Source: an optimization exercise on an open RTL-to-GDS flow (aim: small area, a short achievable clock period and few clock cycles). Production flows keep margins and buffers that such runs may drop. Only simulation tests tie the RTL to the original design; equivalence was not proved. Power is estimated from default activity; no workload was simulated.

## old
Design Top, start of the top module:
module Top(
    Clk,
    Reset,
    Data_in,
    Wr_En,
    Outputs,
    Re
    );
Size: ~2700 cells after synthesis, roughly 1200 flip-flops, ~36000 um2 of cells after synthesis.
==> flow/config.mk <==
export PLATFORM = sky130hd
export DESIGN_NAME = Top
export DESIGN_NICKNAME = Top
export VERILOG_FILES = /design/flow/design.v
export SDC_FILE = /design/flow/constraint.sdc
export NUM_CORES = 4
export LEC_CHECK = 0
export ABC_CLOCK_PERIOD_IN_PS = 3000
export CAP_MARGIN = 20
export CORE_MARGIN = 2
export CORE_UTILIZATION = 40
export CTS_BUF_LIST = sky130_fd_sc_hd__clkbuf_8
export CTS_CLUSTER_DIAMETER = 40
export CTS_CLUSTER_SIZE = 16
export SETUP_SLACK_MARGIN = 3.6
export SLEW_MARGIN = 20
==> flow/constraint.sdc <==
create_clock -name core_clock -period 7.0 [get_ports {Clk}]
set_input_delay 1.4000 -clock core_clock [delete_from_list [all_inputs] [get_ports {Clk}]]
set_output_delay 1.4000 -clock core_clock [all_outputs]
set_load 0.01 [all_outputs]
run.sh (not shown) runs the stock make flow with config.mk's settings and CLKGATE_MAP_FILE= SYNTH_SCRIPT=/design/flow/synth_recipe.tcl, a recipe that flattens the netlist after the stock synthesis.
old: no failed stages, no open violations at the end
Testbench counts of old, summed over its fixed seeds: cycles 11,476.
## Diff of input files: new against old
# old
export LEC_CHECK = 0
export ABC_CLOCK_PERIOD_IN_PS = 3000
export CAP_MARGIN = 20
export CORE_MARGIN = 2
export CORE_UTILIZATION = 40
export CTS_BUF_LIST = sky130_fd_sc_hd__clkbuf_8
export CTS_CLUSTER_DIAMETER = 40
export CTS_CLUSTER_SIZE = 16
export SETUP_SLACK_MARGIN = 3.6
export SLEW_MARGIN = 20
create_clock -name core_clock -period 7.0 [get_ports {Clk}]
# new
export LEC_CHECK = 0
export ABC_CLOCK_PERIOD_IN_PS = 3000
export CAP_MARGIN = 20
export CORE_MARGIN = 2
export CORE_UTILIZATION = 65
export CTS_BUF_LIST = sky130_fd_sc_hd__clkbuf_8
export CTS_CLUSTER_DIAMETER = 40
export CTS_CLUSTER_SIZE = 16
export PLACE_DENSITY = 0.75
export SETUP_SLACK_MARGIN = 4.0
export SLEW_MARGIN = 20
create_clock -name core_clock -period 7.0 [get_ports {Clk}]
--- outcome ---
- Delta (new minus old): power now smaller, global-route wire length before repair now larger, setup slack now larger, global-route usage over all layers now larger, fmax now larger.
- [compare] base=old new=new: insertion delay to the later sink of the worst-skew pair -50 ps; proportion of synthesized flip-flops having asynchronous set or reset ~0 delta; cell-internal power -4.6%; via count +about 2.4%; total non-filler cell area in the finished layout -400 um2.

* * *

Top, a different RTL version from the one above (not shown whole).
Size in the first run: about 3100 cells after synthesis, ~9 I/O pins, roughly 0.036 mm2 of cells after synthesis.
Settings: LEC_CHECK=0, ABC_AREA=1, CAP_MARGIN=20, CORE_MARGIN=2, CORE_UTILIZATION=65, CTS_BUF_LIST=sky130_fd_sc_hd__clkbuf_8, CTS_CLUSTER_DIAMETER=40, CTS_CLUSTER_SIZE=16, PLACE_DENSITY=0.75, SETUP_SLACK_MARGIN=4.3, SLEW_MARGIN=20; clock period 7.0 ns.
The baseline finished with timing, DRC and antenna clean.
Testbench counts at the start, summed over its fixed seeds: cycles 11,427.
==> next run, changes <==
Settings changed: CORE_UTILIZATION 65 to 62, CTS_CLUSTER_DIAMETER 40 to 45, CTS_CLUSTER_SIZE 16 to 20, PLACE_DENSITY 0.75 to 0.7.
Result:
- total power grows by 0.99%
- design area is higher by 1.3%
- first-iteration DRC count decreases by 7.3%
- combinational power is about the same
- hold slack is about the same
- area after synthesis is unchanged
- routed wire length is higher by 4.2%
- via count increases by 0.96%
- clock-buffer cell count shrinks by 9
- sequential share of layout area fell by 0.80 points
==> next run, changes <==
Settings changed: ABC_AREA 1 to not set, ABC_CLOCK_PERIOD_IN_PS set to 3000, CORE_UTILIZATION 62 to 65, CTS_CLUSTER_DIAMETER 45 to 40, CTS_CLUSTER_SIZE 20 to 16, PLACE_DENSITY 0.7 to 0.75.
What happened: Global-route usage grows by 2.3 points. Wire length grows by 4.5%. Area after synthesis stays flat. Worst setup slack gets worse by 0.080 ns.
==> next run, changes <==
Settings changed: ABC_AREA set to 1, ABC_CLOCK_PERIOD_IN_PS 3000 to not set, CTS_CLUSTER_DIAMETER 40 to 45, CTS_CLUSTER_SIZE 16 to 20, SETUP_SLACK_MARGIN 4.3 to 4.45.
Power came out lower by 4.0%; combinational power shrinks by about 6%; wire length fell by 5.0%.

* * *

Another version of the RTL of Top (not shown whole).
For scale: ~2,700 cells after synthesis, about 9 I/O pins.
Settings: LEC_CHECK=0, ABC_CLOCK_PERIOD_IN_PS=3000, CAP_MARGIN=20, CORE_MARGIN=2, CORE_UTILIZATION=65, CTS_BUF_LIST=sky130_fd_sc_hd__clkbuf_8, CTS_CLUSTER_DIAMETER=40, CTS_CLUSTER_SIZE=16, PLACE_DENSITY=0.75, SETUP_SLACK_MARGIN=4.15, SLEW_MARGIN=20; clock period 7.0 ns.
The baseline finished clean.
Testbench counts at the start, summed over its fixed seeds: cycles 11,427.
Then changed:
Settings changed: SETUP_SLACK_MARGIN 4.15 to 4.0.
Outcome: Count of clock-buffer cells in the layout is higher by 8; hold slack degrades by 0.012 ns; final area fell by 0.33%; sequential power hardly moves; global-route usage went down by 0.26 points; routed wire length hardly moves; non-clock buffer count went down by 16; first-iteration DRC count goes up by 18%; via count hardly moves; area after synthesis does not change.

* * *

oak:
Top with an RTL version that a note above also has.
For scale: ~9 I/O pins, ~36000 um^2 of cells after synthesis.
Settings: LEC_CHECK=0, ABC_AREA=1, CAP_MARGIN=20, CORE_MARGIN=2, CORE_UTILIZATION=65, CTS_BUF_LIST=sky130_fd_sc_hd__clkbuf_8, CTS_CLUSTER_DIAMETER=45, CTS_CLUSTER_SIZE=20, PLACE_DENSITY=0.75, SETUP_SLACK_MARGIN=4.3, SLEW_MARGIN=20; clock period 7.0 ns.
Testbench counts of oak, summed over its fixed seeds: cycles 11,427.
Setup changes, oak to pine
Settings: ABC_AREA removed (was 1); ABC_CLOCK_PERIOD_IN_PS newly set to 3000; CTS_CLUSTER_DIAMETER changed from 45 to 50; CTS_CLUSTER_SIZE changed from 20 to 22; SETUP_SLACK_MARGIN changed from 4.3 to 4.15.
Results
From oak to pine the numbers moved as follows: wire length went up by about 2.7%, global routing usage on met1 went up by 1.8 points, area taken by multi-input logic gates went up by 490 um^2, count of endpoints failing hold in the final timing report was more or less identical.
Sort pine and oak by required time of the worst setup path desc -> top: oak
The post-synthesis instance total in pine was lower than what oak gave.
Compared with oak, in pine area after synthesis has remained practically unchanged; final critical-path required period picked up an extra 110 ps; worst setup slack after layout -110 ps.
Changes in birch relative to pine:
Settings: CTS_CLUSTER_DIAMETER: 50 -> 40; CTS_CLUSTER_SIZE: 22 -> 16.
### Flow results
- When birch is measured against pine, its final period demand of the worst path turns out 30 ps lower.
- Core utilization is higher on birch
- birch vs pine, number of nets in the finished design went up by 1.8%.
- Clock skew, pine and birch: smaller value in birch
- Summary: via count, birch worse than pine
- Looking at pine and birch, the sequential cell power is a wash.
- Taking pine as the reference, in birch number of top-level pins saw little to no change; via count of the first global-routing pass saw an increase; floorplan die area saw little to no change; fraction of area in non-clock buffers saw an increase.
Input-level comparison between maple and birch:
Settings: CTS_CLUSTER_SIZE now 20, was 16; CTS_CLUSTER_DIAMETER now 45, was 40.
--- outcome ---
- As far as async set-or-reset flop fraction in the synthesized netlist goes, birch and maple are indistinguishable; the numbers are identical.
- maple vs birch on arrival time at the worst endpoint: maple is the higher one.
- Summary — final wirelength, maple relative to birch: higher, by 3.4%.
- [compare] base=birch new=maple: average wire per standard cell has increased; fraction of area in multi-input gates has decreased; power dissipated in sequential cells has remained practically unchanged.
- Hold slack: maple < birch
- Summary of maple over birch: worst-case vdd ir drop has increased; post-CTS clock slew at the launch and capture registers of the worst setup and hold paths rose by 20 ps.
- Looking at sequential power share, maple sits 0.2 points lower than birch does.

## what the ideal ports hide
How much do the figures lean on ideal ports? The routed layouts below were timed once more, with nothing changed but the port constraints.
Step 1, drivers: a clkbuf_16 drives Clk and a buf_2 each remaining input, both assumed.
Step 2 also shifts input and output timing later by t, the mid clock arrival at the registers, as if the neighbouring blocks saw the same clock.
Slacks: ideal / step 1 / step 2; pairs: ideal / step 1.
| run | t (ns) | slack for setup (ns) | clock arrival spread, ns |
|---|---|---|---|
| old | 0.834 | 3.666 / 3.666 / 3.666 | 0.050 / 0.050 |
| new | 0.786 | 4.046 / 4.046 / 4.046 | 0.046 / 0.046 |
| the first run of note 2 | 0.786 | 4.068 / 4.068 / 4.068 | 0.057 / 0.057 |
| the second run of note 2 | 0.794 | 4.214 / 4.204 / 4.214 | 0.036 / 0.036 |
| the third run of note 2 | 0.800 | 4.134 / 4.134 / 3.867 | 0.043 / 0.043 |
| the fourth run of note 2 | 0.763 | 4.154 / 4.154 / 4.154 | 0.049 / 0.050 |
| the first run of note 3 | 0.766 | 4.131 / 4.131 / 4.131 | 0.036 / 0.036 |
| the second run of note 3 | 0.786 | 3.938 / 3.938 / 3.938 | 0.044 / 0.043 |
| oak | 0.774 | 4.168 / 4.168 / 4.168 | 0.063 / 0.063 |
| pine | 0.768 | 4.062 / 4.062 / 4.062 | 0.045 / 0.045 |
| birch | 0.799 | 4.092 / 4.092 / 4.092 | 0.040 / 0.041 |
| maple | 0.799 | 4.055 / 4.055 / 4.055 | 0.054 / 0.053 |
After both steps setup and hold are still met in every run listed. For the third run of note 2, which loses most, drivers alone change the setup slack by 0.000 ns; drivers and shift together by -0.267 ns.
